Source: an optimization exercise on an open RTL-to-GDS flow (aim: small area and a short achievable clock period). Production flows keep margins and buffers that such runs may drop.
No functional check of the RTL was part of this run.
The clock port is modelled as an ideal driver; clocking choices that lean on that would not hold on a real chip.
No activity file was given, so power comes from the tool's default toggle rates.

[design/flow/flow/run.sh]
#!/bin/bash
# Own flow: the standard synthesis, then the combinational cells are
# re-mapped by ABC (flip-flops kept as they are, same names and cells); the standard flow's
# standard layout with small port buffers. After clock tree synthesis the
# output registers' clock pins get a short buffer chain of their own, so they
# are clocked a little later than the input registers (skew that helps the
# register-to-register paths; it only lengthens the paths to the outputs).
set -euo pipefail
HERE=$(pwd)
R=$HERE/orfs/results/$FLOW_PLATFORM/SMC_top/base
LIB=$FLOW_HOME/platforms/sky130hd/lib/sky130_fd_sc_hd__tt_025C_1v80.lib
source $HERE/flow/params.sh
bash standard.sh synth > synth_std.log 2>&1
cp $R/1_2_yosys.v $HERE/synth_std.v
DU=$(grep -A40 "DONT_USE_CELLS +=" $FLOW_HOME/platforms/sky130hd/config.mk | grep -o "sky130_fd_sc_hd__[a-z0-9_]*" | sed 's/^/-dont_use /' | tr '\n' ' ')
cat > resynth.ys <<EOT
read_liberty -ignore_miss_func $LIB
blackbox sky130_fd_sc_hd__dfxtp_1
read_verilog $HERE/synth_std.v
hierarchy -top $FLOW_TOP
flatten
opt_clean
abc -script $HERE/flow/resynth.abc -liberty $LIB $DU -D $ABC_D
opt_clean -purge
hilomap -singleton -hicell sky130_fd_sc_hd__conb_1 HI -locell sky130_fd_sc_hd__conb_1 LO
stat -liberty $LIB
write_verilog -noattr -nohex -nodec $HERE/synth_re.v
EOT
yosys -s resynth.ys > resynth.log 2>&1
cp $HERE/synth_re.v $R/1_2_yosys.v
rm -f $R/1_synth.odb $R/1_synth.sdc
bash standard.sh "BUFFER_PORTS_ARGS=$PORT_BUF_ARGS" ${CTS_ARGS:+"CTS_ARGS=$CTS_ARGS"} $EXTRA_MAKE cts > layout_cts.log 2>&1
if [[ -n "$SKEW_CELLS" ]]; then
  # SKEW_CELLS: candidate chains separated by ';'. Each is tried on the placed
  # design; the one that leaves the largest worst setup slack (with no hold
  # violation) is kept.
  cp $R/4_cts.odb $HERE/4_cts_noskew.odb
  best=""; best_ws=-1000; i=0
  IFS=';' read -ra CANDS <<< "$SKEW_CELLS"
  for chain in "${CANDS[@]}"; do
    i=$((i+1))
    cp $HERE/4_cts_noskew.odb $R/4_cts.odb
    R=$R LIB=$LIB SKEW_CELLS="$chain" HOLD_FIX="${HOLD_FIX:-}" RR_DERATE=${RR_DERATE:-0} ROOT_REGS="${ROOT_REGS:-}" SKEW_WRITE=0 openroad -no_init -exit $HERE/flow/skew.tcl > skew_try$i.log 2>&1 || true
    res=$(grep '^RESULT' skew_try$i.log | tail -1 || true)
    ws=$(echo "$res" | awk '{print $2}'); wh=$(echo "$res" | awk '{print $3}')
    echo "candidate $i {$chain}: $res" >> skew_choice.log
    if [[ -n "$ws" ]] && awk -v ws="$ws" -v wh="$wh" -v b="$best_ws" 'BEGIN { exit !(wh >= 0 && ws > b) }'; then
      best="$chain"; best_ws=$ws
    fi
  done
  echo "chosen {$best}" >> skew_choice.log
  cp $HERE/4_cts_noskew.odb $R/4_cts.odb
  if [[ -n "$best" ]]; then
    R=$R LIB=$LIB SKEW_CELLS="$best" HOLD_FIX="${HOLD_FIX:-}" RR_DERATE=${RR_DERATE:-0} ROOT_REGS="${ROOT_REGS:-}" SKEW_WRITE=1 openroad -no_init -exit $HERE/flow/skew.tcl > skew.log 2>&1
  fi
fi
bash standard.sh "BUFFER_PORTS_ARGS=$PORT_BUF_ARGS" ${CTS_ARGS:+"CTS_ARGS=$CTS_ARGS"} $EXTRA_MAKE ${FINISH_MAKE:-} finish > layout.log 2>&1
[design/flow/constraint.sdc]
create_clock -name core_clock -period 30.0 [get_ports {clk}]
set_input_delay 6.0000 -clock core_clock [delete_from_list [all_inputs] [get_ports {clk}]]
set_output_delay 6.0000 -clock core_clock [all_outputs]
set_load 0.01 [all_outputs]
[design/flow/flow/skew.tcl]
# Give the output registers (out[*]) a clock branch of their own: a chain of
# the cells in SKEW_CELLS (first nearest the clock tree), the last one driving
# all of their clock pins. Edits 4_cts.odb in place.
proc load {} {
  read_db $::env(R)/4_cts.odb
  read_liberty $::env(LIB)
  read_sdc $::env(R)/4_cts.sdc
  set_propagated_clock [all_clocks]
  source $::env(FLOW_HOME)/platforms/sky130hd/setRC.tcl
  estimate_parasitics -placement
}
proc apply_chain {chain} {
  # ROOT_REGS: registers whose clock pins move to the clock tree's root
  # buffer output (earlier clock than the tree's leaves).
  if {[info exists ::env(ROOT_REGS)] && $::env(ROOT_REGS) ne ""} {
    set cp [get_pins -of_objects [get_nets clk] -filter "direction == input"]
    set root [get_cells -of_objects $cp]
    set rnet [get_nets -of_objects [get_pins -of_objects $root -filter "direction == output"]]
    puts "root buffer [get_full_name $root] net [get_full_name $rnet]"
    foreach rn $::env(ROOT_REGS) {
      foreach c [get_cells $rn] {
        set it [[sta::sta_to_db_inst $c] findITerm CLK]
        $it disconnect
        $it connect [sta::sta_to_db_net $rnet]
        puts "moved [get_full_name $c] to the root clock net"
      }
    }
    estimate_parasitics -placement
  }
  set pins {}
  set xs 0; set ys 0
  foreach c [get_cells *] {
    if {[regexp {^out\[} [get_full_name $c]] && [string match "sky130_fd_sc_hd__dfxtp_*" [get_property $c ref_name]]} {
      lappend pins [get_pins -of_objects $c -filter "name == CLK"]
      set bb [[sta::sta_to_db_inst $c] getBBox]
      set xs [expr {$xs + [$bb xMin]}]; set ys [expr {$ys + [$bb yMin]}]
    }
  }
  set n [llength $pins]
  puts "output registers: $n"
  set loc [list [expr {$xs / $n / 1000.0}] [expr {$ys / $n / 1000.0}]]
  puts "before:"
  report_clock_skew
  set tip $pins
  set diff 1
  foreach cell [lreverse $chain] {
    if {$diff} {
      insert_buffer -buffer_cell $cell -load_pins $tip -load_pins_on_diff_nets -location $loc
    } else {
      insert_buffer -buffer_cell $cell -load_pins $tip -location $loc
    }
    set diff 0
    set drv [get_pins -of_objects [get_nets -of_objects [lindex $tip 0]] -filter "direction == output"]
    set buf [get_cells -of_objects $drv]
    puts "inserted [get_full_name $buf] ([get_property $buf ref_name])"
    set tip [list [get_pins -of_objects $buf -filter "direction == input"]]
  }
  detailed_placement
  estimate_parasitics -placement
  # Hold: the mode registers reach the outputs both through long paths and
  # through short ones. Delay only the short branches (loads whose paths have
  # setup slack to spare), so that the long paths keep the skew's gain.
  proc mode_loads {net} {
    set out {}
    foreach p [get_pins -of_objects $net -filter "direction == input"] {
      set c [get_cells -of_objects $p]
      if {[regexp {^sky130_fd_sc_hd__(buf|clkbuf|inv|clkinv)_} [get_property $c ref_name]]} {
        set o [get_pins -of_objects $c -filter "direction == output"]
        set out [concat $out [mode_loads [get_nets -of_objects $o]]]
      } else {
        lappend out $p
      }
    }
    return $out
  }
  if {[info exists ::env(HOLD_FIX)] && $::env(HOLD_FIX) ne ""} {
    lassign $::env(HOLD_FIX) hold_cell hold_target setup_guard
    set ws [worst_slack -max]; puts "worst setup slack $ws"
    for {set round 0} {$round < 3} {incr round} {
      set ws [worst_slack -max]
      foreach r [get_cells r_mode*] {
        set q [get_pins -of_objects $r -filter "direction == output"]
        set pick {}
        foreach p [mode_loads [get_nets -of_objects $q]] {
          set smin [get_property $p slack_min]
          set smax [get_property $p slack_max]
          if {$smin < $hold_target && $smax > $ws + $setup_guard} { lappend pick $p; puts "  pick [get_full_name $p] min $smin max $smax" }
        }
        puts "[get_full_name $r]: [llength $pick] short-path loads delayed"
        # one delay cell per net, so that every load keeps the signal (and the
        # polarity) it had
        set bynet [dict create]
        foreach p $pick { dict lappend bynet [get_full_name [get_nets -of_objects $p]] $p }
        dict for {nn ps} $bynet {
          insert_buffer -buffer_cell $hold_cell -load_pins $ps
        }
      }
      detailed_placement
      estimate_parasitics -placement
      if {[worst_slack -min] >= $hold_target} { break }
    }
    detailed_placement
    estimate_parasitics -placement
  }
}
load
apply_chain $::env(SKEW_CELLS)
set rr [get_property [lindex [find_timing_paths -to [all_registers -data_pins] -path_delay max] 0] slack]
set ou [get_property [lindex [find_timing_paths -to [all_outputs] -path_delay max] 0] slack]
puts "RESULT [expr {min($rr - $::env(RR_DERATE), $ou)}] [worst_slack -min] $rr $ou"
if {$::env(SKEW_WRITE) eq "0"} { exit 0 }
check_placement -verbose
puts "after:"
report_clock_skew
report_checks -path_delay max -digits 3
puts "reg2reg:"
report_checks -path_delay max -to [all_registers -data_pins] -digits 3 -format end
report_checks -path_delay min -digits 3
report_checks -to [all_outputs] -path_delay max -digits 3
write_db $::env(R)/4_cts.odb
[design/flow/flow/resynth.abc]
strash; dch; map -D 6500; topo; buffer -p; upsize -D 6500; dnsize -D 6500
[design/flow/design.v]
module SMC_top (
    input            clk,
    input      [1:0] mode,
    input      [2:0] Vgs0, Vgs1, Vgs2, Vgs3, Vgs4, Vgs5,
    input      [2:0] Vds0, Vds1, Vds2, Vds3, Vds4, Vds5,
    input      [2:0] W0, W1, W2, W3, W4, W5,
    output reg [9:0] out
);
    reg [1:0] r_mode;
    reg [2:0] r_Vgs0, r_Vgs1, r_Vgs2, r_Vgs3, r_Vgs4, r_Vgs5;
    reg [2:0] r_Vds0, r_Vds1, r_Vds2, r_Vds3, r_Vds4, r_Vds5;
    reg [2:0] r_W0, r_W1, r_W2, r_W3, r_W4, r_W5;
    wire [9:0] core_out;
    always @(posedge clk) begin
        r_mode <= mode;
        r_Vgs0 <= Vgs0; r_Vgs1 <= Vgs1; r_Vgs2 <= Vgs2;
        r_Vgs3 <= Vgs3; r_Vgs4 <= Vgs4; r_Vgs5 <= Vgs5;
        r_Vds0 <= Vds0; r_Vds1 <= Vds1; r_Vds2 <= Vds2;
        r_Vds3 <= Vds3; r_Vds4 <= Vds4; r_Vds5 <= Vds5;
        r_W0 <= W0; r_W1 <= W1; r_W2 <= W2;
        r_W3 <= W3; r_W4 <= W4; r_W5 <= W5;
        out <= core_out;
    end
    SMC core (
        .out(core_out), .mode(r_mode),
        .Vgs0(r_Vgs0), .Vgs1(r_Vgs1), .Vgs2(r_Vgs2), .Vgs3(r_Vgs3), .Vgs4(r_Vgs4), .Vgs5(r_Vgs5),
        .Vds0(r_Vds0), .Vds1(r_Vds1), .Vds2(r_Vds2), .Vds3(r_Vds3), .Vds4(r_Vds4), .Vds5(r_Vds5),
        .W0(r_W0), .W1(r_W1), .W2(r_W2), .W3(r_W3), .W4(r_W4), .W5(r_W5)
    );
endmodule

module CalcLut(Vgs, Vds, yI, yG, y3I, y3G, y23I, y23G);
  input [2:0] Vgs;
  wire [2:0] Vgs;
  input [2:0] Vds;
  wire [2:0] Vds;
  output [5:0] yI;
  wire [5:0] yI;
  output [5:0] yG;
  wire [5:0] yG;
  output [3:0] y3I;
  wire [3:0] y3I;
  output [3:0] y3G;
  wire [3:0] y3G;
  output [4:0] y23I;
  wire [4:0] y23I;
  output [4:0] y23G;
  wire [4:0] y23G;
  wire _0_;
  wire _10_;
  wire _11_;
  wire _12_;
  wire _13_;
  wire _14_;
  wire _15_;
  wire _16_;
  wire _17_;
  wire _18_;
  wire _19_;
  wire _1_;
  wire _20_;
  wire _21_;
  wire _22_;
  wire _23_;
  wire _24_;
  wire _25_;
  wire _26_;
  wire _27_;
  wire _28_;
  wire _29_;
  wire _2_;
  wire _30_;
  wire _31_;
  wire _32_;
  wire _33_;
  wire _34_;
  wire _35_;
  wire _36_;
  wire _37_;
  wire _38_;
  wire _39_;
  wire _3_;
  wire _40_;
  wire _41_;
  wire _42_;
  wire _43_;
  wire _44_;
  wire _45_;
  wire _46_;
  wire _47_;
  wire _48_;
  wire _49_;
  wire _4_;
  wire _50_;
  wire _51_;
  wire _52_;
  wire _53_;
  wire _54_;
  wire _55_;
  wire _56_;
  wire _57_;
  wire _58_;
  wire _59_;
  wire _5_;
  wire _60_;
  wire _61_;
  wire _62_;
  wire _6_;
  wire _7_;
  wire _8_;
  wire _9_;
  assign _5_ = ~(_6_ | _34_);
  assign _4_ = ~(Vds[0] & Vds[1]);
  assign _3_ = _4_ & ~(Vds[2]);
  assign _2_ = _3_ | _31_;
  assign _1_ = Vgs[1] & ~(_2_);
  assign y23I[4] = _1_ & ~(_5_);
  assign _0_ = Vgs[0] | ~(Vds[2]);
  assign _62_ = _21_ & ~(_39_);
  assign _61_ = _0_ & ~(_62_);
  assign _60_ = Vgs[2] & ~(_61_);
  assign yI[3] = _60_ | _33_;
  assign _59_ = ~(_28_ | Vds[0]);
  assign _58_ = _28_ & ~(_32_);
  assign _57_ = ~(_58_ | _59_);
  assign _56_ = ~(_57_ | _62_);
  assign yG[1] = ~_56_;
  assign y23G[3] = yI[5] & ~(_36_);
  assign y23G[2] = ~(y23G[3] | _2_);
  assign _55_ = y23G[2] & _37_;
  assign _54_ = _25_ & ~(_7_);
  assign _53_ = _36_ & ~(_22_);
  assign _52_ = _53_ | _15_;
  assign _51_ = _52_ | _54_;
  assign y23I[1] = _51_ | _55_;
  assign _50_ = _3_ & ~(_22_);
  assign _49_ = Vgs[1] & ~(_26_);
  assign y23I[0] = _49_ | _50_;
  assign _48_ = _10_ | _20_;
  assign yI[2] = _5_ | ~(_48_);
  assign _47_ = _8_ & ~(yI[3]);
  assign _46_ = _48_ & ~(_47_);
  assign y23I[3] = _18_ & ~(_46_);
  assign yI[1] = Vgs[0] & ~(_56_);
  assign yG[2] = _12_ | ~(_34_);
  assign yG[3] = _22_ & ~(_9_);
  assign _45_ = _59_ & ~(yG[3]);
  assign _44_ = _56_ | _18_;
  assign _43_ = yG[2] | _31_;
  assign _42_ = ~(_43_ | _57_);
  assign y23G[0] = _42_ | ~(_44_);
  assign _41_ = _15_ | ~(_43_);
  assign _40_ = _41_ & ~(y23G[0]);
  assign y23G[1] = _40_ | _45_;
  assign _39_ = ~Vgs[1];
  assign _38_ = Vds[0] & Vgs[0];
  assign _37_ = _38_ | _39_;
  assign _36_ = ~Vds[1];
  assign _35_ = Vds[2] | ~(Vgs[2]);
  assign _34_ = _35_ | _36_;
  assign _33_ = _37_ & ~(_34_);
  assign _32_ = ~Vgs[0];
  assign _31_ = ~Vgs[2];
  assign _30_ = Vgs[1] & ~(Vds[1]);
  assign _29_ = Vds[2] & ~(_30_);
  assign _28_ = _29_ | _31_;
  assign _27_ = _28_ | _32_;
  assign _26_ = _27_ | _33_;
  assign _25_ = Vgs[1] & ~(_35_);
  assign _24_ = Vgs[0] | ~(Vds[0]);
  assign _23_ = _25_ & ~(_24_);
  assign _22_ = Vgs[1] | Vgs[0];
  assign _21_ = ~(Vds[1] | Vds[2]);
  assign _20_ = ~(_21_ | _22_);
  assign _19_ = ~(_20_ | _23_);
  assign y23I[2] = ~(_19_ & _26_);
  assign _18_ = Vgs[2] & ~(_21_);
  assign _17_ = ~(Vgs[1] & Vgs[0]);
  assign _16_ = Vds[1] & ~(_17_);
  assign _15_ = _31_ & ~(_17_);
  assign _14_ = _22_ & ~(_15_);
  assign _13_ = Vds[2] & ~(_14_);
  assign _12_ = _13_ | _16_;
  assign _11_ = _35_ & ~(_12_);
  assign _10_ = _11_ | _25_;
  assign _9_ = ~(Vgs[2] & Vds[2]);
  assign yI[5] = ~(_9_ | _17_);
  assign _8_ = _10_ & ~(yI[5]);
  assign yI[4] = _8_ & _18_;
  assign _7_ = Vgs[0] & ~(Vds[0]);
  assign _6_ = ~(_7_ | _23_);
  assign y23G[4] = 1'h0;
  assign y3G = { 1'h0, y23G[3:1] };
  assign y3I = y23I[4:1];
  assign { yG[5:4], yG[0] } = 3'h0;
  assign yI[0] = yG[1];
endmodule
module Calc(output [6:0] val, input m, input [2:0] Vgs, Vds, W);
    wire [5:0] yI, yG; wire [3:0] y3I, y3G; wire [4:0] y23I, y23G;
    CalcLut t(.Vgs(Vgs), .Vds(Vds), .yI(yI), .yG(yG), .y3I(y3I), .y3G(y3G), .y23I(y23I), .y23G(y23G));
    wire q2 = W[2] & W[1];
    wire q1 = ~q2 & (W[2] | (W[1] & W[0]));
    wire r1 = (W == 3'd1) | (W == 3'd4) | (W == 3'd7);
    wire r2 = (W == 3'd2) | (W == 3'd5);
    wire q2I = q2 & m, q1I = q1 & m, r1I = r1 & m, r2I = r2 & m;
    wire q2G = q2 & ~m, q1G = q1 & ~m, r1G = r1 & ~m, r2G = r2 & ~m;
    wire [6:0] A = ({7{q2I}} & {yI, 1'b0}) | ({7{q1I}} & {1'b0, yI})
                 | ({7{q2G}} & {yG, 1'b0}) | ({7{q1G}} & {1'b0, yG});
    wire [4:0] B = ({5{r1I}} & {1'b0, y3I}) | ({5{r2I}} & y23I)
                 | ({5{r1G}} & {1'b0, y3G}) | ({5{r2G}} & y23G);
    assign val = A + B;
endmodule
module Cmp7(a, b, ge);
  input [6:0] a;
  wire [6:0] a;
  input [6:0] b;
  wire [6:0] b;
  output ge;
  wire ge;
  wire _0_;
  wire _10_;
  wire _11_;
  wire _12_;
  wire _13_;
  wire _14_;
  wire _15_;
  wire _16_;
  wire _17_;
  wire _18_;
  wire _19_;
  wire _1_;
  wire _20_;
  wire _21_;
  wire _22_;
  wire _23_;
  wire _2_;
  wire _3_;
  wire _4_;
  wire _5_;
  wire _6_;
  wire _7_;
  wire _8_;
  wire _9_;
  assign _8_ = a[6] | ~(b[6]);
  assign _7_ = b[6] | ~(a[6]);
  assign _6_ = a[5] | ~(b[5]);
  assign _5_ = b[5] | ~(a[5]);
  assign _4_ = a[4] | ~(b[4]);
  assign _3_ = b[4] | ~(a[4]);
  assign _2_ = a[3] | ~(b[3]);
  assign _1_ = b[1] | ~(a[1]);
  assign _0_ = a[0] | ~(b[0]);
  assign _23_ = _1_ & ~(_0_);
  assign _22_ = b[2] & ~(a[2]);
  assign _21_ = b[1] & ~(a[1]);
  assign _20_ = _21_ | _22_;
  assign _19_ = _20_ | _23_;
  assign _18_ = a[3] & ~(b[3]);
  assign _17_ = a[2] & ~(b[2]);
  assign _16_ = _17_ | _18_;
  assign _15_ = _19_ & ~(_16_);
  assign _9_ = _2_ & ~(_15_);
  assign _10_ = _3_ & ~(_9_);
  assign _11_ = _4_ & ~(_10_);
  assign _12_ = _5_ & ~(_11_);
  assign _13_ = _6_ & ~(_12_);
  assign _14_ = _7_ & ~(_13_);
  assign ge = _8_ & ~(_14_);
endmodule
module Dec5(b, top, sp, sq, sr);
  input [4:0] b;
  wire [4:0] b;
  input top;
  wire top;
  output sp;
  wire sp;
  output sq;
  wire sq;
  output sr;
  wire sr;
  wire _0_;
  wire _10_;
  wire _11_;
  wire _12_;
  wire _13_;
  wire _14_;
  wire _15_;
  wire _16_;
  wire _17_;
  wire _18_;
  wire _19_;
  wire _1_;
  wire _20_;
  wire _2_;
  wire _3_;
  wire _4_;
  wire _5_;
  wire _6_;
  wire _7_;
  wire _8_;
  wire _9_;
  assign _11_ = b[2] & b[4];
  assign _10_ = b[0] ^ b[1];
  assign _9_ = ~(_10_ ^ b[3]);
  assign _8_ = b[2] ^ b[4];
  assign _7_ = _8_ & ~(_9_);
  assign _6_ = _7_ | _11_;
  assign _5_ = b[0] | b[1];
  assign _4_ = _10_ & ~(b[3]);
  assign _3_ = _5_ & ~(_4_);
  assign _2_ = _3_ & _6_;
  assign _1_ = _2_ ^ top;
  assign _0_ = ~(_8_ ^ _9_);
  assign _20_ = ~(_0_ ^ top);
  assign _19_ = ~(_3_ ^ _6_);
  assign _12_ = ~(_19_ & _20_);
  assign sq = _1_ & ~(_12_);
  assign _13_ = ~(_0_ & top);
  assign _14_ = _19_ | ~(_0_);
  assign _15_ = _3_ | _6_;
  assign _16_ = top & ~(_15_);
  assign _17_ = _14_ & ~(_16_);
  assign sp = _13_ & ~(_17_);
  assign _18_ = _16_ | _20_;
  assign sr = _1_ & ~(_18_);
endmodule
module Sort(
    output [5:0] sp, sq, sr,
    input top,
    input [6:0] n0, n1, n2, n3, n4, n5);
    wire g01;   
    Cmp7 k01(.a(n0), .b(n1), .ge(g01));
    wire g02;   
    Cmp7 k02(.a(n0), .b(n2), .ge(g02));
    wire g03;   
    Cmp7 k03(.a(n0), .b(n3), .ge(g03));
    wire g04;   
    Cmp7 k04(.a(n0), .b(n4), .ge(g04));
    wire g05;   
    Cmp7 k05(.a(n0), .b(n5), .ge(g05));
    wire g12;   
    Cmp7 k12(.a(n1), .b(n2), .ge(g12));
    wire g13;   
    Cmp7 k13(.a(n1), .b(n3), .ge(g13));
    wire g14;   
    Cmp7 k14(.a(n1), .b(n4), .ge(g14));
    wire g15;   
    Cmp7 k15(.a(n1), .b(n5), .ge(g15));
    wire g23;   
    Cmp7 k23(.a(n2), .b(n3), .ge(g23));
    wire g24;   
    Cmp7 k24(.a(n2), .b(n4), .ge(g24));
    wire g25;   
    Cmp7 k25(.a(n2), .b(n5), .ge(g25));
    wire g34;   
    Cmp7 k34(.a(n3), .b(n4), .ge(g34));
    wire g35;   
    Cmp7 k35(.a(n3), .b(n5), .ge(g35));
    wire g45;   
    Cmp7 k45(.a(n4), .b(n5), .ge(g45));
    Dec5 d0(.b({~g05, ~g04, ~g03, ~g02, ~g01}), .top(top), .sp(sp[0]), .sq(sq[0]), .sr(sr[0]));
    Dec5 d1(.b({~g15, ~g14, ~g13, ~g12, g01}), .top(top), .sp(sp[1]), .sq(sq[1]), .sr(sr[1]));
    Dec5 d2(.b({~g25, ~g24, ~g23, g12, g02}), .top(top), .sp(sp[2]), .sq(sq[2]), .sr(sr[2]));
    Dec5 d3(.b({~g35, ~g34, g23, g13, g03}), .top(top), .sp(sp[3]), .sq(sq[3]), .sr(sr[3]));
    Dec5 d4(.b({~g45, g34, g24, g14, g04}), .top(top), .sp(sp[4]), .sq(sq[4]), .sr(sr[4]));
    Dec5 d5(.b({g45, g35, g25, g15, g05}), .top(top), .sp(sp[5]), .sq(sq[5]), .sr(sr[5]));
endmodule
module Choose(out, w, sp, sq, sr, n0, n1, n2, n3, n4, n5);
  output [9:0] out;
  wire [9:0] out;
  input w;
  wire w;
  input [5:0] sp;
  wire [5:0] sp;
  input [5:0] sq;
  wire [5:0] sq;
  input [5:0] sr;
  wire [5:0] sr;
  input [6:0] n0;
  wire [6:0] n0;
  input [6:0] n1;
  wire [6:0] n1;
  input [6:0] n2;
  wire [6:0] n2;
  input [6:0] n3;
  wire [6:0] n3;
  input [6:0] n4;
  wire [6:0] n4;
  input [6:0] n5;
  wire [6:0] n5;
  wire _0_;
  wire _100_;
  wire _101_;
  wire _102_;
  wire _103_;
  wire _104_;
  wire _105_;
  wire _106_;
  wire _107_;
  wire _108_;
  wire _109_;
  wire _10_;
  wire _110_;
  wire _111_;
  wire _112_;
  wire _113_;
  wire _114_;
  wire _115_;
  wire _116_;
  wire _117_;
  wire _118_;
  wire _119_;
  wire _11_;
  wire _120_;
  wire _121_;
  wire _122_;
  wire _123_;
  wire _124_;
  wire _125_;
  wire _126_;
  wire _127_;
  wire _128_;
  wire _129_;
  wire _12_;
  wire _130_;
  wire _131_;
  wire _132_;
  wire _133_;
  wire _134_;
  wire _135_;
  wire _136_;
  wire _137_;
  wire _138_;
  wire _139_;
  wire _13_;
  wire _140_;
  wire _141_;
  wire _142_;
  wire _143_;
  wire _144_;
  wire _145_;
  wire _146_;
  wire _147_;
  wire _148_;
  wire _149_;
  wire _14_;
  wire _150_;
  wire _151_;
  wire _152_;
  wire _153_;
  wire _154_;
  wire _155_;
  wire _156_;
  wire _157_;
  wire _158_;
  wire _159_;
  wire _15_;
  wire _160_;
  wire _161_;
  wire _162_;
  wire _163_;
  wire _164_;
  wire _165_;
  wire _166_;
  wire _167_;
  wire _168_;
  wire _169_;
  wire _16_;
  wire _170_;
  wire _171_;
  wire _172_;
  wire _173_;
  wire _174_;
  wire _175_;
  wire _176_;
  wire _177_;
  wire _178_;
  wire _179_;
  wire _17_;
  wire _180_;
  wire _181_;
  wire _182_;
  wire _183_;
  wire _184_;
  wire _185_;
  wire _186_;
  wire _187_;
  wire _188_;
  wire _189_;
  wire _18_;
  wire _190_;
  wire _191_;
  wire _192_;
  wire _193_;
  wire _194_;
  wire _195_;
  wire _196_;
  wire _197_;
  wire _198_;
  wire _199_;
  wire _19_;
  wire _1_;
  wire _200_;
  wire _201_;
  wire _202_;
  wire _203_;
  wire _204_;
  wire _205_;
  wire _206_;
  wire _207_;
  wire _208_;
  wire _209_;
  wire _20_;
  wire _210_;
  wire _211_;
  wire _212_;
  wire _213_;
  wire _214_;
  wire _215_;
  wire _216_;
  wire _217_;
  wire _218_;
  wire _219_;
  wire _21_;
  wire _220_;
  wire _221_;
  wire _222_;
  wire _223_;
  wire _224_;
  wire _225_;
  wire _226_;
  wire _227_;
  wire _228_;
  wire _229_;
  wire _22_;
  wire _230_;
  wire _231_;
  wire _232_;
  wire _233_;
  wire _234_;
  wire _235_;
  wire _236_;
  wire _237_;
  wire _238_;
  wire _239_;
  wire _23_;
  wire _240_;
  wire _241_;
  wire _242_;
  wire _243_;
  wire _244_;
  wire _245_;
  wire _246_;
  wire _247_;
  wire _248_;
  wire _249_;
  wire _24_;
  wire _250_;
  wire _251_;
  wire _252_;
  wire _253_;
  wire _254_;
  wire _255_;
  wire _256_;
  wire _257_;
  wire _258_;
  wire _259_;
  wire _25_;
  wire _260_;
  wire _261_;
  wire _262_;
  wire _263_;
  wire _264_;
  wire _265_;
  wire _266_;
  wire _267_;
  wire _268_;
  wire _269_;
  wire _26_;
  wire _270_;
  wire _271_;
  wire _272_;
  wire _273_;
  wire _274_;
  wire _275_;
  wire _276_;
  wire _277_;
  wire _278_;
  wire _279_;
  wire _27_;
  wire _280_;
  wire _281_;
  wire _282_;
  wire _283_;
  wire _284_;
  wire _285_;
  wire _286_;
  wire _287_;
  wire _288_;
  wire _289_;
  wire _28_;
  wire _290_;
  wire _291_;
  wire _292_;
  wire _293_;
  wire _294_;
  wire _295_;
  wire _296_;
  wire _297_;
  wire _298_;
  wire _299_;
  wire _29_;
  wire _2_;
  wire _300_;
  wire _301_;
  wire _302_;
  wire _303_;
  wire _304_;
  wire _305_;
  wire _306_;
  wire _307_;
  wire _308_;
  wire _309_;
  wire _30_;
  wire _310_;
  wire _311_;
  wire _312_;
  wire _313_;
  wire _314_;
  wire _315_;
  wire _316_;
  wire _317_;
  wire _318_;
  wire _319_;
  wire _31_;
  wire _320_;
  wire _321_;
  wire _322_;
  wire _323_;
  wire _324_;
  wire _325_;
  wire _326_;
  wire _327_;
  wire _328_;
  wire _329_;
  wire _32_;
  wire _330_;
  wire _331_;
  wire _332_;
  wire _333_;
  wire _334_;
  wire _335_;
  wire _336_;
  wire _337_;
  wire _338_;
  wire _339_;
  wire _33_;
  wire _340_;
  wire _341_;
  wire _342_;
  wire _343_;
  wire _344_;
  wire _345_;
  wire _346_;
  wire _347_;
  wire _348_;
  wire _349_;
  wire _34_;
  wire _350_;
  wire _351_;
  wire _352_;
  wire _353_;
  wire _354_;
  wire _355_;
  wire _356_;
  wire _357_;
  wire _358_;
  wire _359_;
  wire _35_;
  wire _360_;
  wire _361_;
  wire _362_;
  wire _363_;
  wire _364_;
  wire _365_;
  wire _366_;
  wire _367_;
  wire _368_;
  wire _369_;
  wire _36_;
  wire _370_;
  wire _371_;
  wire _372_;
  wire _373_;
  wire _374_;
  wire _375_;
  wire _376_;
  wire _377_;
  wire _378_;
  wire _379_;
  wire _37_;
  wire _380_;
  wire _381_;
  wire _382_;
  wire _383_;
  wire _384_;
  wire _38_;
  wire _39_;
  wire _3_;
  wire _40_;
  wire _41_;
  wire _42_;
  wire _43_;
  wire _44_;
  wire _45_;
  wire _46_;
  wire _47_;
  wire _48_;
  wire _49_;
  wire _4_;
  wire _50_;
  wire _51_;
  wire _52_;
  wire _53_;
  wire _54_;
  wire _55_;
  wire _56_;
  wire _57_;
  wire _58_;
  wire _59_;
  wire _5_;
  wire _60_;
  wire _61_;
  wire _62_;
  wire _63_;
  wire _64_;
  wire _65_;
  wire _66_;
  wire _67_;
  wire _68_;
  wire _69_;
  wire _6_;
  wire _70_;
  wire _71_;
  wire _72_;
  wire _73_;
  wire _74_;
  wire _75_;
  wire _76_;
  wire _77_;
  wire _78_;
  wire _79_;
  wire _7_;
  wire _80_;
  wire _81_;
  wire _82_;
  wire _83_;
  wire _84_;
  wire _85_;
  wire _86_;
  wire _87_;
  wire _88_;
  wire _89_;
  wire _8_;
  wire _90_;
  wire _91_;
  wire _92_;
  wire _93_;
  wire _94_;
  wire _95_;
  wire _96_;
  wire _97_;
  wire _98_;
  wire _99_;
  wire _9_;
  wire _c115;
  wire _c116;
  wire _c117;
  wire _c118;
  wire _c119;
  wire _c120;
  wire _c121;
  wire _c122;
  wire _c22;
  wire _c61;
  assign _313_ = ~(n5[0] & sr[5]);
  assign _312_ = n0[0] & sr[0];
  assign _311_ = _313_ & ~(_312_);
  assign _310_ = n3[0] & sr[3];
  assign _309_ = n4[0] & sr[4];
  assign _308_ = _309_ | _310_;
  assign _307_ = n1[0] & sr[1];
  assign _306_ = n2[0] & sr[2];
  assign _305_ = _306_ | _307_;
  assign _304_ = _305_ | _308_;
  assign _303_ = _311_ & ~(_304_);
  assign _302_ = w & ~(_303_);
  assign _301_ = ~(n4[1] & sp[4]);
  assign _300_ = n0[1] & sp[0];
  assign _299_ = _301_ & ~(_300_);
  assign _298_ = n2[1] & sp[2];
  assign _297_ = n5[1] & sp[5];
  assign _296_ = _297_ | _298_;
  assign _295_ = n3[1] & sp[3];
  assign _294_ = n1[1] & sp[1];
  assign _293_ = _294_ | _295_;
  assign _292_ = _293_ | _296_;
  assign _291_ = _299_ & ~(_292_);
  assign _290_ = ~(sr[4] & n4[1]);
  assign _289_ = sr[0] & n0[1];
  assign _288_ = _290_ & ~(_289_);
  assign _287_ = sr[5] & n5[1];
  assign _286_ = sr[3] & n3[1];
  assign _285_ = _286_ | _287_;
  assign _284_ = sr[2] & n2[1];
  assign _283_ = sr[1] & n1[1];
  assign _282_ = _283_ | _284_;
  assign _281_ = _282_ | _285_;
  assign _280_ = _288_ & ~(_281_);
  assign _279_ = _280_ ^ _291_;
  assign _278_ = ~(sq[5] & n5[1]);
  assign _277_ = sq[1] & n1[1];
  assign _276_ = _278_ & ~(_277_);
  assign _275_ = sq[2] & n2[1];
  assign _274_ = sq[3] & n3[1];
  assign _273_ = _274_ | _275_;
  assign _272_ = sq[4] & n4[1];
  assign _271_ = sq[0] & n0[1];
  assign _270_ = _271_ | _272_;
  assign _269_ = _270_ | _273_;
  assign _268_ = _276_ & ~(_269_);
  assign _267_ = _268_ | w;
  assign _266_ = ~(n3[0] & sp[3]);
  assign _265_ = n0[0] & sp[0];
  assign _264_ = _266_ & ~(_265_);
  assign _263_ = n4[0] & sp[4];
  assign _262_ = n5[0] & sp[5];
  assign _261_ = _262_ | _263_;
  assign _260_ = n2[0] & sp[2];
  assign _259_ = n1[0] & sp[1];
  assign _258_ = _259_ | _260_;
  assign _257_ = _258_ | _261_;
  assign _256_ = _264_ & ~(_257_);
  assign _255_ = w & ~(_256_);
  assign _254_ = _267_ & ~(_255_);
  assign _253_ = _254_ ^ _279_;
  assign _252_ = _256_ | _303_;
  assign _251_ = ~w;
  assign _250_ = ~(n4[0] & sq[4]);
  assign _249_ = n2[0] & sq[2];
  assign _248_ = _250_ & ~(_249_);
  assign _247_ = n3[0] & sq[3];
  assign _246_ = n5[0] & sq[5];
  assign _245_ = _246_ | _247_;
  assign _244_ = n1[0] & sq[1];
  assign _243_ = n0[0] & sq[0];
  assign _242_ = _243_ | _244_;
  assign _241_ = _242_ | _245_;
  assign _240_ = _248_ & ~(_241_);
  assign _239_ = _251_ & ~(_240_);
  assign _238_ = ~(_256_ ^ _303_);
  assign _237_ = _239_ & ~(_238_);
  assign _236_ = _252_ & ~(_237_);
  assign _235_ = _236_ | _253_;
  assign _234_ = ~(n2[2] & sp[2]);
  assign _233_ = n1[2] & sp[1];
  assign _232_ = _234_ & ~(_233_);
  assign _231_ = n5[2] & sp[5];
  assign _230_ = n4[2] & sp[4];
  assign _229_ = _230_ | _231_;
  assign _228_ = n0[2] & sp[0];
  assign _227_ = n3[2] & sp[3];
  assign _226_ = _227_ | _228_;
  assign _225_ = _226_ | _229_;
  assign _224_ = _232_ & ~(_225_);
  assign _223_ = ~(n2[2] & sr[2]);
  assign _222_ = n1[2] & sr[1];
  assign _221_ = _223_ & ~(_222_);
  assign _220_ = n5[2] & sr[5];
  assign _219_ = n3[2] & sr[3];
  assign _218_ = _219_ | _220_;
  assign _217_ = n0[2] & sr[0];
  assign _216_ = n4[2] & sr[4];
  assign _215_ = _216_ | _217_;
  assign _214_ = _215_ | _218_;
  assign _213_ = _221_ & ~(_214_);
  assign _212_ = _213_ ^ _224_;
  assign _211_ = ~(n5[2] & sq[5]);
  assign _210_ = n0[2] & sq[0];
  assign _209_ = _211_ & ~(_210_);
  assign _208_ = n3[2] & sq[3];
  assign _207_ = n4[2] & sq[4];
  assign _206_ = _207_ | _208_;
  assign _205_ = n2[2] & sq[2];
  assign _204_ = n1[2] & sq[1];
  assign _203_ = _204_ | _205_;
  assign _202_ = _203_ | _206_;
  assign _201_ = _209_ & ~(_202_);
  assign _200_ = _201_ | w;
  assign _199_ = w & ~(_291_);
  assign _198_ = _200_ & ~(_199_);
  assign _197_ = _198_ ^ _212_;
  assign _196_ = w & ~(_240_);
  assign _195_ = _280_ | _291_;
  assign _194_ = _279_ & ~(_254_);
  assign _193_ = _195_ & ~(_194_);
  assign _192_ = ~(_193_ ^ _196_);
  assign _191_ = _192_ ^ _197_;
  assign _190_ = ~(_191_ ^ _235_);
  assign _c115 = ~(_190_ ^ _302_);
  assign _189_ = w & ~(_280_);
  assign _188_ = _196_ | ~(_193_);
  assign _187_ = _192_ & _197_;
  assign _186_ = _188_ & ~(_187_);
  assign _185_ = _186_ ^ _189_;
  assign _184_ = ~(n3[3] & sr[3]);
  assign _183_ = n2[3] & sr[2];
  assign _182_ = _184_ & ~(_183_);
  assign _181_ = n5[3] & sr[5];
  assign _180_ = n4[3] & sr[4];
  assign _179_ = _180_ | _181_;
  assign _178_ = n0[3] & sr[0];
  assign _177_ = n1[3] & sr[1];
  assign _176_ = _177_ | _178_;
  assign _175_ = _176_ | _179_;
  assign _174_ = _182_ & ~(_175_);
  assign _173_ = ~(n4[3] & sp[4]);
  assign _172_ = n2[3] & sp[2];
  assign _171_ = _173_ & ~(_172_);
  assign _170_ = n5[3] & sp[5];
  assign _169_ = n3[3] & sp[3];
  assign _168_ = _169_ | _170_;
  assign _167_ = n0[3] & sp[0];
  assign _166_ = n1[3] & sp[1];
  assign _165_ = _166_ | _167_;
  assign _164_ = _165_ | _168_;
  assign _163_ = _171_ & ~(_164_);
  assign _162_ = _163_ ^ _174_;
  assign _161_ = ~(n1[3] & sq[1]);
  assign _160_ = n3[3] & sq[3];
  assign _159_ = _161_ & ~(_160_);
  assign _158_ = n5[3] & sq[5];
  assign _157_ = n4[3] & sq[4];
  assign _156_ = _157_ | _158_;
  assign _155_ = n0[3] & sq[0];
  assign _154_ = n2[3] & sq[2];
  assign _153_ = _154_ | _155_;
  assign _152_ = _153_ | _156_;
  assign _151_ = _159_ & ~(_152_);
  assign _150_ = _151_ | w;
  assign _149_ = w & ~(_224_);
  assign _148_ = _150_ & ~(_149_);
  assign _147_ = _148_ ^ _162_;
  assign _146_ = w & ~(_268_);
  assign _145_ = _213_ | _224_;
  assign _144_ = _212_ & ~(_198_);
  assign _143_ = _145_ & ~(_144_);
  assign _142_ = ~(_143_ ^ _146_);
  assign _141_ = _142_ ^ _147_;
  assign _140_ = _141_ ^ _185_;
  assign _139_ = _191_ | _235_;
  assign _138_ = _302_ & ~(_190_);
  assign _137_ = _139_ & ~(_138_);
  assign _c116 = _137_ ^ _140_;
  assign _136_ = _137_ | _140_;
  assign _135_ = _186_ | _189_;
  assign _134_ = _141_ & _185_;
  assign _133_ = _134_ | ~(_135_);
  assign _132_ = w & ~(_213_);
  assign _131_ = _146_ | ~(_143_);
  assign _130_ = _142_ & _147_;
  assign _129_ = _131_ & ~(_130_);
  assign _128_ = _129_ ^ _132_;
  assign _127_ = ~(n2[4] & sr[2]);
  assign _126_ = n3[4] & sr[3];
  assign _125_ = _127_ & ~(_126_);
  assign _124_ = n5[4] & sr[5];
  assign _123_ = n4[4] & sr[4];
  assign _122_ = _123_ | _124_;
  assign _121_ = n1[4] & sr[1];
  assign _120_ = n0[4] & sr[0];
  assign _119_ = _120_ | _121_;
  assign _118_ = _119_ | _122_;
  assign _117_ = _125_ & ~(_118_);
  assign _116_ = ~(n3[4] & sp[3]);
  assign _115_ = n2[4] & sp[2];
  assign _114_ = _116_ & ~(_115_);
  assign _113_ = n5[4] & sp[5];
  assign _112_ = n4[4] & sp[4];
  assign _111_ = _112_ | _113_;
  assign _110_ = n0[4] & sp[0];
  assign _109_ = n1[4] & sp[1];
  assign _108_ = _109_ | _110_;
  assign _107_ = _108_ | _111_;
  assign _106_ = _114_ & ~(_107_);
  assign _105_ = _106_ ^ _117_;
  assign _104_ = ~(n3[4] & sq[3]);
  assign _103_ = n2[4] & sq[2];
  assign _102_ = _104_ & ~(_103_);
  assign _101_ = n5[4] & sq[5];
  assign _100_ = n4[4] & sq[4];
  assign _99_ = _100_ | _101_;
  assign _98_ = n0[4] & sq[0];
  assign _97_ = n1[4] & sq[1];
  assign _96_ = _97_ | _98_;
  assign _95_ = _96_ | _99_;
  assign _94_ = _102_ & ~(_95_);
  assign _93_ = _94_ | w;
  assign _92_ = w & ~(_163_);
  assign _91_ = _93_ & ~(_92_);
  assign _90_ = _91_ ^ _105_;
  assign _89_ = w & ~(_201_);
  assign _88_ = _163_ | _174_;
  assign _87_ = _162_ & ~(_148_);
  assign _86_ = _88_ & ~(_87_);
  assign _85_ = ~(_86_ ^ _89_);
  assign _84_ = _85_ ^ _90_;
  assign _83_ = ~(_84_ ^ _128_);
  assign _82_ = _83_ ^ _133_;
  assign _c117 = _82_ ^ _136_;
  assign _81_ = ~(n1[5] & sr[1]);
  assign _80_ = n3[5] & sr[3];
  assign _79_ = _81_ & ~(_80_);
  assign _78_ = n4[5] & sr[4];
  assign _77_ = n5[5] & sr[5];
  assign _76_ = _77_ | _78_;
  assign _75_ = n0[5] & sr[0];
  assign _74_ = n2[5] & sr[2];
  assign _73_ = _74_ | _75_;
  assign _72_ = _73_ | _76_;
  assign _71_ = _79_ & ~(_72_);
  assign _70_ = ~(n1[5] & sp[1]);
  assign _69_ = n4[5] & sp[4];
  assign _68_ = _70_ & ~(_69_);
  assign _67_ = n3[5] & sp[3];
  assign _66_ = n5[5] & sp[5];
  assign _65_ = _66_ | _67_;
  assign _64_ = n0[5] & sp[0];
  assign _63_ = n2[5] & sp[2];
  assign _62_ = _63_ | _64_;
  assign _61_ = _62_ | _65_;
  assign _60_ = _68_ & ~(_61_);
  assign _59_ = _60_ ^ _71_;
  assign _58_ = ~(n1[5] & sq[1]);
  assign _57_ = n3[5] & sq[3];
  assign _56_ = _58_ & ~(_57_);
  assign _55_ = n4[5] & sq[4];
  assign _54_ = n5[5] & sq[5];
  assign _53_ = _54_ | _55_;
  assign _52_ = n0[5] & sq[0];
  assign _51_ = n2[5] & sq[2];
  assign _50_ = _51_ | _52_;
  assign _49_ = _50_ | _53_;
  assign _48_ = _56_ & ~(_49_);
  assign _47_ = _48_ | w;
  assign _46_ = w & ~(_106_);
  assign _45_ = _47_ & ~(_46_);
  assign _44_ = ~(_45_ ^ _59_);
  assign _43_ = w & ~(_151_);
  assign _42_ = _106_ | _117_;
  assign _41_ = _105_ & ~(_91_);
  assign _40_ = _42_ & ~(_41_);
  assign _39_ = ~(_40_ ^ _43_);
  assign _38_ = ~(_39_ ^ _44_);
  assign _37_ = w & ~(_174_);
  assign _36_ = _89_ | ~(_86_);
  assign _35_ = _85_ & _90_;
  assign _34_ = _36_ & ~(_35_);
  assign _33_ = _34_ ^ _37_;
  assign _32_ = ~(_33_ ^ _38_);
  assign _31_ = _129_ | _132_;
  assign _30_ = _84_ & _128_;
  assign _29_ = _31_ & ~(_30_);
  assign _28_ = _29_ ^ _32_;
  assign _27_ = _133_ & ~(_83_);
  assign _26_ = _136_ & ~(_82_);
  assign _25_ = _26_ | _27_;
  assign _c118 = ~(_25_ ^ _28_);
  assign _24_ = ~(n5[6] & sp[5]);
  assign _23_ = n2[6] & sp[2];
  assign _22_ = _24_ & ~(_23_);
  assign _21_ = n4[6] & sp[4];
  assign _20_ = n3[6] & sp[3];
  assign _19_ = _20_ | _21_;
  assign _18_ = n0[6] & sp[0];
  assign _17_ = n1[6] & sp[1];
  assign _16_ = _17_ | _18_;
  assign _15_ = _16_ | _19_;
  assign _14_ = _22_ & ~(_15_);
  assign _13_ = n1[6] & sr[1];
  assign _12_ = n3[6] & sr[3];
  assign _11_ = ~(_12_ | _13_);
  assign _10_ = n4[6] & sr[4];
  assign _9_ = n5[6] & sr[5];
  assign _8_ = _9_ | _10_;
  assign _7_ = n0[6] & sr[0];
  assign _6_ = n2[6] & sr[2];
  assign _5_ = _6_ | _7_;
  assign _4_ = _5_ | _8_;
  assign _3_ = _11_ & ~(_4_);
  assign _2_ = _3_ ^ _14_;
  assign _1_ = ~(n2[6] & sq[2]);
  assign _0_ = n3[6] & sq[3];
  assign _384_ = _1_ & ~(_0_);
  assign _383_ = n5[6] & sq[5];
  assign _382_ = n4[6] & sq[4];
  assign _381_ = _382_ | _383_;
  assign _380_ = n0[6] & sq[0];
  assign _379_ = n1[6] & sq[1];
  assign _378_ = _379_ | _380_;
  assign _377_ = _378_ | _381_;
  assign _376_ = _384_ & ~(_377_);
  assign _375_ = _376_ | w;
  assign _374_ = w & ~(_60_);
  assign _373_ = _375_ & ~(_374_);
  assign _372_ = ~(_373_ ^ _2_);
  assign _371_ = _94_ | _251_;
  assign _370_ = ~(_60_ & _71_);
  assign _369_ = _45_ & _59_;
  assign _368_ = _370_ & ~(_369_);
  assign _367_ = ~(_368_ ^ _371_);
  assign _366_ = ~(_367_ ^ _372_);
  assign _365_ = w & ~(_117_);
  assign _364_ = ~_365_;
  assign _363_ = _43_ & ~(_40_);
  assign _362_ = _39_ & _44_;
  assign _361_ = ~(_362_ | _363_);
  assign _360_ = _361_ ^ _364_;
  assign _359_ = _360_ ^ _366_;
  assign _358_ = _34_ | _37_;
  assign _357_ = _33_ & _38_;
  assign _356_ = _358_ & ~(_357_);
  assign _355_ = ~(_356_ ^ _359_);
  assign _354_ = ~(_29_ & _32_);
  assign _353_ = _28_ & ~(_25_);
  assign _352_ = _354_ & ~(_353_);
  assign _c119 = ~(_352_ ^ _355_);
  assign _351_ = _14_ ^ _48_;
  assign _350_ = _351_ ^ _71_;
  assign _349_ = w & ~(_350_);
  assign _348_ = _371_ | ~(_368_);
  assign _347_ = _367_ & _372_;
  assign _346_ = _348_ & ~(_347_);
  assign _345_ = ~(_346_ ^ _349_);
  assign _344_ = ~(_3_ & _14_);
  assign _343_ = _373_ & _2_;
  assign _342_ = _344_ & ~(_343_);
  assign _341_ = ~(_342_ ^ _345_);
  assign _314_ = ~(_361_ & _364_);
  assign _315_ = _360_ & _366_;
  assign _316_ = _314_ & ~(_315_);
  assign _317_ = ~(_316_ ^ _341_);
  assign _318_ = _359_ | ~(_356_);
  assign _319_ = _355_ & ~(_352_);
  assign _320_ = _318_ & ~(_319_);
  assign _c120 = ~(_320_ ^ _317_);
  assign _321_ = ~(_376_ ^ _3_);
  assign _322_ = ~(_14_ & _48_);
  assign _323_ = _351_ & _71_;
  assign _324_ = _322_ & ~(_323_);
  assign _325_ = _324_ ^ _321_;
  assign _326_ = w & ~(_325_);
  assign _327_ = _349_ & ~(_346_);
  assign _328_ = _342_ & _345_;
  assign _329_ = _328_ | _327_;
  assign _330_ = _341_ | ~(_316_);
  assign _331_ = _317_ & ~(_320_);
  assign _332_ = _330_ & ~(_331_);
  assign _333_ = ~(_332_ ^ _329_);
  assign _c121 = _333_ ^ _326_;
  assign _334_ = _329_ & ~(_332_);
  assign _335_ = _333_ & _326_;
  assign _336_ = _335_ | _334_;
  assign _337_ = _324_ | _321_;
  assign _338_ = _376_ & _3_;
  assign _339_ = _338_ | _251_;
  assign _340_ = _337_ & ~(_339_);
  assign _c122 = _340_ ^ _336_;
  assign _c61 = _236_ ^ _253_;
  assign _c22 = ~(_238_ ^ _239_);
  assign out = { _c122, _c121, _c120, _c119, _c118, _c117, _c116, _c115, _c61, _c22 };
endmodule
module SMC(output [9:0] out,
           input [1:0] mode,
           input [2:0] Vgs0, Vgs1, Vgs2, Vgs3, Vgs4, Vgs5,
           input [2:0] Vds0, Vds1, Vds2, Vds3, Vds4, Vds5,
           input [2:0] W0, W1, W2, W3, W4, W5
           );
    wire [6:0] n0, n1, n2, n3, n4, n5;
    Calc c0(.val(n0), .m(mode[0]), .Vgs(Vgs0), .Vds(Vds0), .W(W0));
    Calc c1(.val(n1), .m(mode[0]), .Vgs(Vgs1), .Vds(Vds1), .W(W1));
    Calc c2(.val(n2), .m(mode[0]), .Vgs(Vgs2), .Vds(Vds2), .W(W2));
    Calc c3(.val(n3), .m(mode[0]), .Vgs(Vgs3), .Vds(Vds3), .W(W3));
    Calc c4(.val(n4), .m(mode[0]), .Vgs(Vgs4), .Vds(Vds4), .W(W4));
    Calc c5(.val(n5), .m(mode[0]), .Vgs(Vgs5), .Vds(Vds5), .W(W5));
    wire [5:0] sp, sq, sr;
    Sort sort_val(.sp(sp), .sq(sq), .sr(sr), .top(mode[1]),
                  .n0(n0), .n1(n1), .n2(n2), .n3(n3), .n4(n4), .n5(n5));
    Choose choose_out(.out(out), .w(mode[0]), .sp(sp), .sq(sq), .sr(sr),
                      .n0(n0), .n1(n1), .n2(n2), .n3(n3), .n4(n4), .n5(n5));
endmodule
[design/flow/standard.sh]
#!/bin/bash
# synth_recipe.tcl (not shown) runs the flow's synth.tcl, then flattens the netlist and writes it again
# the make line also repeats each setting of config.mk as NAME=value (left out here)
make -C /OpenROAD-flow-scripts/flow DESIGN_CONFIG=/design/flow/config.mk WORK_HOME=/design/flow/orfs CLKGATE_MAP_FILE= SYNTH_SCRIPT=/design/flow/synth_recipe.tcl "${@:-finish}"
[design/flow/flow/params.sh]
ABC_D=6500
PORT_BUF_ARGS="-buffer_cell sky130_fd_sc_hd__buf_1"
EXTRA_MAKE=""
SKEW_CELLS="sky130_fd_sc_hd__clkdlybuf4s50_1 sky130_fd_sc_hd__clkbuf_8;sky130_fd_sc_hd__clkdlybuf4s50_1 sky130_fd_sc_hd__clkdlybuf4s25_1 sky130_fd_sc_hd__clkbuf_8;sky130_fd_sc_hd__clkdlybuf4s50_1 sky130_fd_sc_hd__clkdlybuf4s50_1 sky130_fd_sc_hd__clkbuf_8;sky130_fd_sc_hd__clkdlybuf4s50_1 sky130_fd_sc_hd__clkdlybuf4s50_1 sky130_fd_sc_hd__clkdlybuf4s15_1 sky130_fd_sc_hd__clkbuf_8;sky130_fd_sc_hd__clkdlybuf4s50_1 sky130_fd_sc_hd__clkdlybuf4s50_1 sky130_fd_sc_hd__clkdlybuf4s25_1 sky130_fd_sc_hd__clkbuf_8;sky130_fd_sc_hd__clkdlybuf4s50_1 sky130_fd_sc_hd__clkdlybuf4s50_1 sky130_fd_sc_hd__clkdlybuf4s50_1 sky130_fd_sc_hd__clkbuf_8"
HOLD_FIX="sky130_fd_sc_hd__dlygate4sd3_1 0.15 1.0"
RR_DERATE=0.5
CTS_ARGS="-sink_clustering_enable -repair_clock_nets -dont_use_dummy_load -buf_list sky130_fd_sc_hd__clkbuf_8"
[design/flow/config.mk]
export PLATFORM = sky130hd
export DESIGN_NAME = SMC_top
export DESIGN_NICKNAME = SMC_top
export VERILOG_FILES = /design/flow/design.v
export SDC_FILE = /design/flow/constraint.sdc
export NUM_CORES = 4
export LEC_CHECK = 0
export ABC_AREA = 1
export CAP_MARGIN = 20
export CORE_MARGIN = 2
export CORE_UTILIZATION = 40
export CTS_BUF_LIST = sky130_fd_sc_hd__clkbuf_8
export SLEW_MARGIN = 20
==> reports/qor.yml <==
top_layer_used: "met4"
grt_pass1_vias: 10100
first_iter_violations: 1176
first_pass_grt_wire_length_um: 46900
numClockSinks: 66
final_common_cell: "nand2_1"
core_area_um2: 22000
crit_type: "register to output pin"
slew_headroom_pct: 34.4
hpwl_um: 22700
postCtsSetupRepairBufs: 0
ant_nets: 0
avgViaCountPerCell: 5.65
rows: 54
timing.final.crit_period_ns: 8.14
cts_root_buf: "clkbuf_8"
holdCritPathClass: "register to register"
grt_start_max_net_pins: 61
die_x_extent_um: 154
netlist_area_um2: 9010
cts_made_buffers: 9
arrival_ns: 2.14
floorplan.initialDensity_pct: 41.0
detailed_place.area_um2: 9530
layout.cell_area.non_filler_um2: 9720
groute.usage.overall_pct: 23.6
gr-total-overflow: 0
worst_setup_path_end_kind: "output pin"
timing.hold.ws_ns: 0.196
worst_pin_slew_ns: 0.983
place_congestion: 1.02
max-clock-path-buffers: 2
met2_length_um: 13000
finalHoldViolations: 0
nFillCells: 2401
syn-mean-instance-area_um2: 5.48
utilization_pct: 44.3
critical_path_max_stage_delay_ns: 0.31
drt_pass1_iterations: 7
cellPowerDensity_nw_per_um2: 97.3
cts-htree-levels: 3
finalSetupTns_ns: 0
synth.yosys.warnings: 1
critPathTopFamily: "flip-flops"
clock.fmax_ghz: 0.123
diodes_inserted: 0
die_h_um: 154
wp_buf_inv: 1
wl_met1_um: 12900
maxCapViolations: 0
report.final.setup_viol: 0
route.detailed.drc: 0
vdd.ir_drop.worst_mv: 0.0941
clk_pin_slew_ns: 0.07
timing.critical_path.required_ns: 24.00
area.growth.synth_to_final_pct: 7.96
dp_cells: 1979
worst_path_fanout_max: 1
die_area_um2: 23700
detailroute.via_count: 11300
postSynthNetCount: 1700
detailroute.wirelength.met3_um: 2080
outcome: "timing/DRC/antenna clean"
wl_per_cell_um: 14.4
setup_repair_after_global_routing_missed_its_margin: "false"
power_leakage_nw: 4.68
min_period_over_period_pct: 27.1
finClkSkew_ns: 1.35
pre_cts_ws_ns: 21.10
post_cts_resize_count: 0
antenna_found_initial: 0
pin_count: 67
detail_route.wirelength_um: 28800
postSynthCellCount: 1643
cts_hold_buffers: 0
timing.critical_path.cells: "buf_1"
timing.critical_path.slowest_stage_cell: "dfxtp_1"
port_buffers: 66
tritoncts_clock_tree: "yes"
fin_nets: 1774
critical_path.startpoint_type: "register"
worst_skew_late_latency_ns: 1.69
p_total_mw: 0.946
most-common-layout-cells: "330 x nand2_1, 306 x nor2_1, 271 x inv_1"
timing.final.ws_setup_ns: 21.86
finalMaxSlewViolations: 0
fin_cells: 1995
fraction_of_final_layout_cells_with_drive_strength_greater_than_1_pct: 3.38
-- routing by layer --
layer	vias to the layer above	global-route usage [%]
li1	5689	-
met1	4999	30.5
met2	524	39.9
met3	69	3.55
met4	0	8.50
met5	-	0
-- sequential cells by signal, summed over array words and instances (netlist names) --
name,count
r_W4,3
r_Vds3,3
r_Vgs0,3
r_W2,3
r_Vgs4,3
r_mode,2
r_Vds1,3
r_Vds2,3
r_W5,3
r_Vgs3,3
out,10
r_Vgs1,3
r_W3,3
r_Vgs2,3
r_Vds0,3
r_W0,3
r_Vgs5,3
r_Vds4,3
r_W1,3
r_Vds5,3
-- final cells by class --
type                       count  area [um2]  share of cell area, %
tap                          280         350                   3.60
multi-input combinational   1282        6520                   67.0
inverter                     284        1080                   11.1
timing repair buffer          70         285                   2.93
clock buffer                  13         168                   1.72
sequential                    66        1320                   13.6
-- worst min-delay path, cell delays in order (launching register included) --
cell	delay, ns
dfxtp_1	0.35
bufinv_8	0.26
nand4_1	0.10
o21ai_1	0.21
a22oi_1	0.11
o21ai_0	0.08
a211oi_1	0.09
nand2_1	0.08
inv_1	0.04
nor2_1	0.10
xor2_1	0.07
-- power breakdown --
part	switching [mW]	internal, mW	total [mW]	leakage [nW]
logic	0.497	0.265	0.762	4.04
registers	0.00544	0.105	0.110	0.556
clock network	0.0379	0.0355	0.0734	0.0843
total	0.540	0.406	0.946	4.68
-- path summary, 6_finish.rpt --
| path | start | end | slack, ns | depth (start not counted) |
|---|---|---|---|---|
| worst min register to register | r_mode[1] | out[0] | 0.20 | 10 |
| worst min-delay path | r_mode[1] | out[0] | 0.20 | 10 |
| worst max register to register | r_mode[0] | out[9] | 22.21 | 51 |
| worst max-delay path | out[1] | out[1] | 21.86 | 1 |

==> what the ideal ports hide <==
How much do the figures lean on ideal ports? The routed layout below was timed once more, with nothing changed but the port constraints.
Step 1: set_driving_cell puts a clkbuf_16 on clk and a buf_2 on each other input, an assumption about the parent block.
Step 2, shift: input delay + t, output delay - t, t = (earliest + latest rising clock arrival at the registers) / 2. This alone moves slack from input paths to output paths.
a / b / c = ideal ports / drivers / drivers and shift; a / b = the first two.
t, ns: 1.053
slack for setup (ns): 21.860 / 21.818 / 22.207
hold WS [ns]: 0.196 / 0.196 / 0.196
clock arrival spread, ns: 1.351 / 1.352
slew at the worst register clock pin (ns): 0.10 / 0.10
In this run the clock reaches the registers at very different times; t lies between them, and the last value is a rough guide only. For this run, drivers alone change the setup slack by -0.042 ns; drivers and shift together by +0.347 ns.
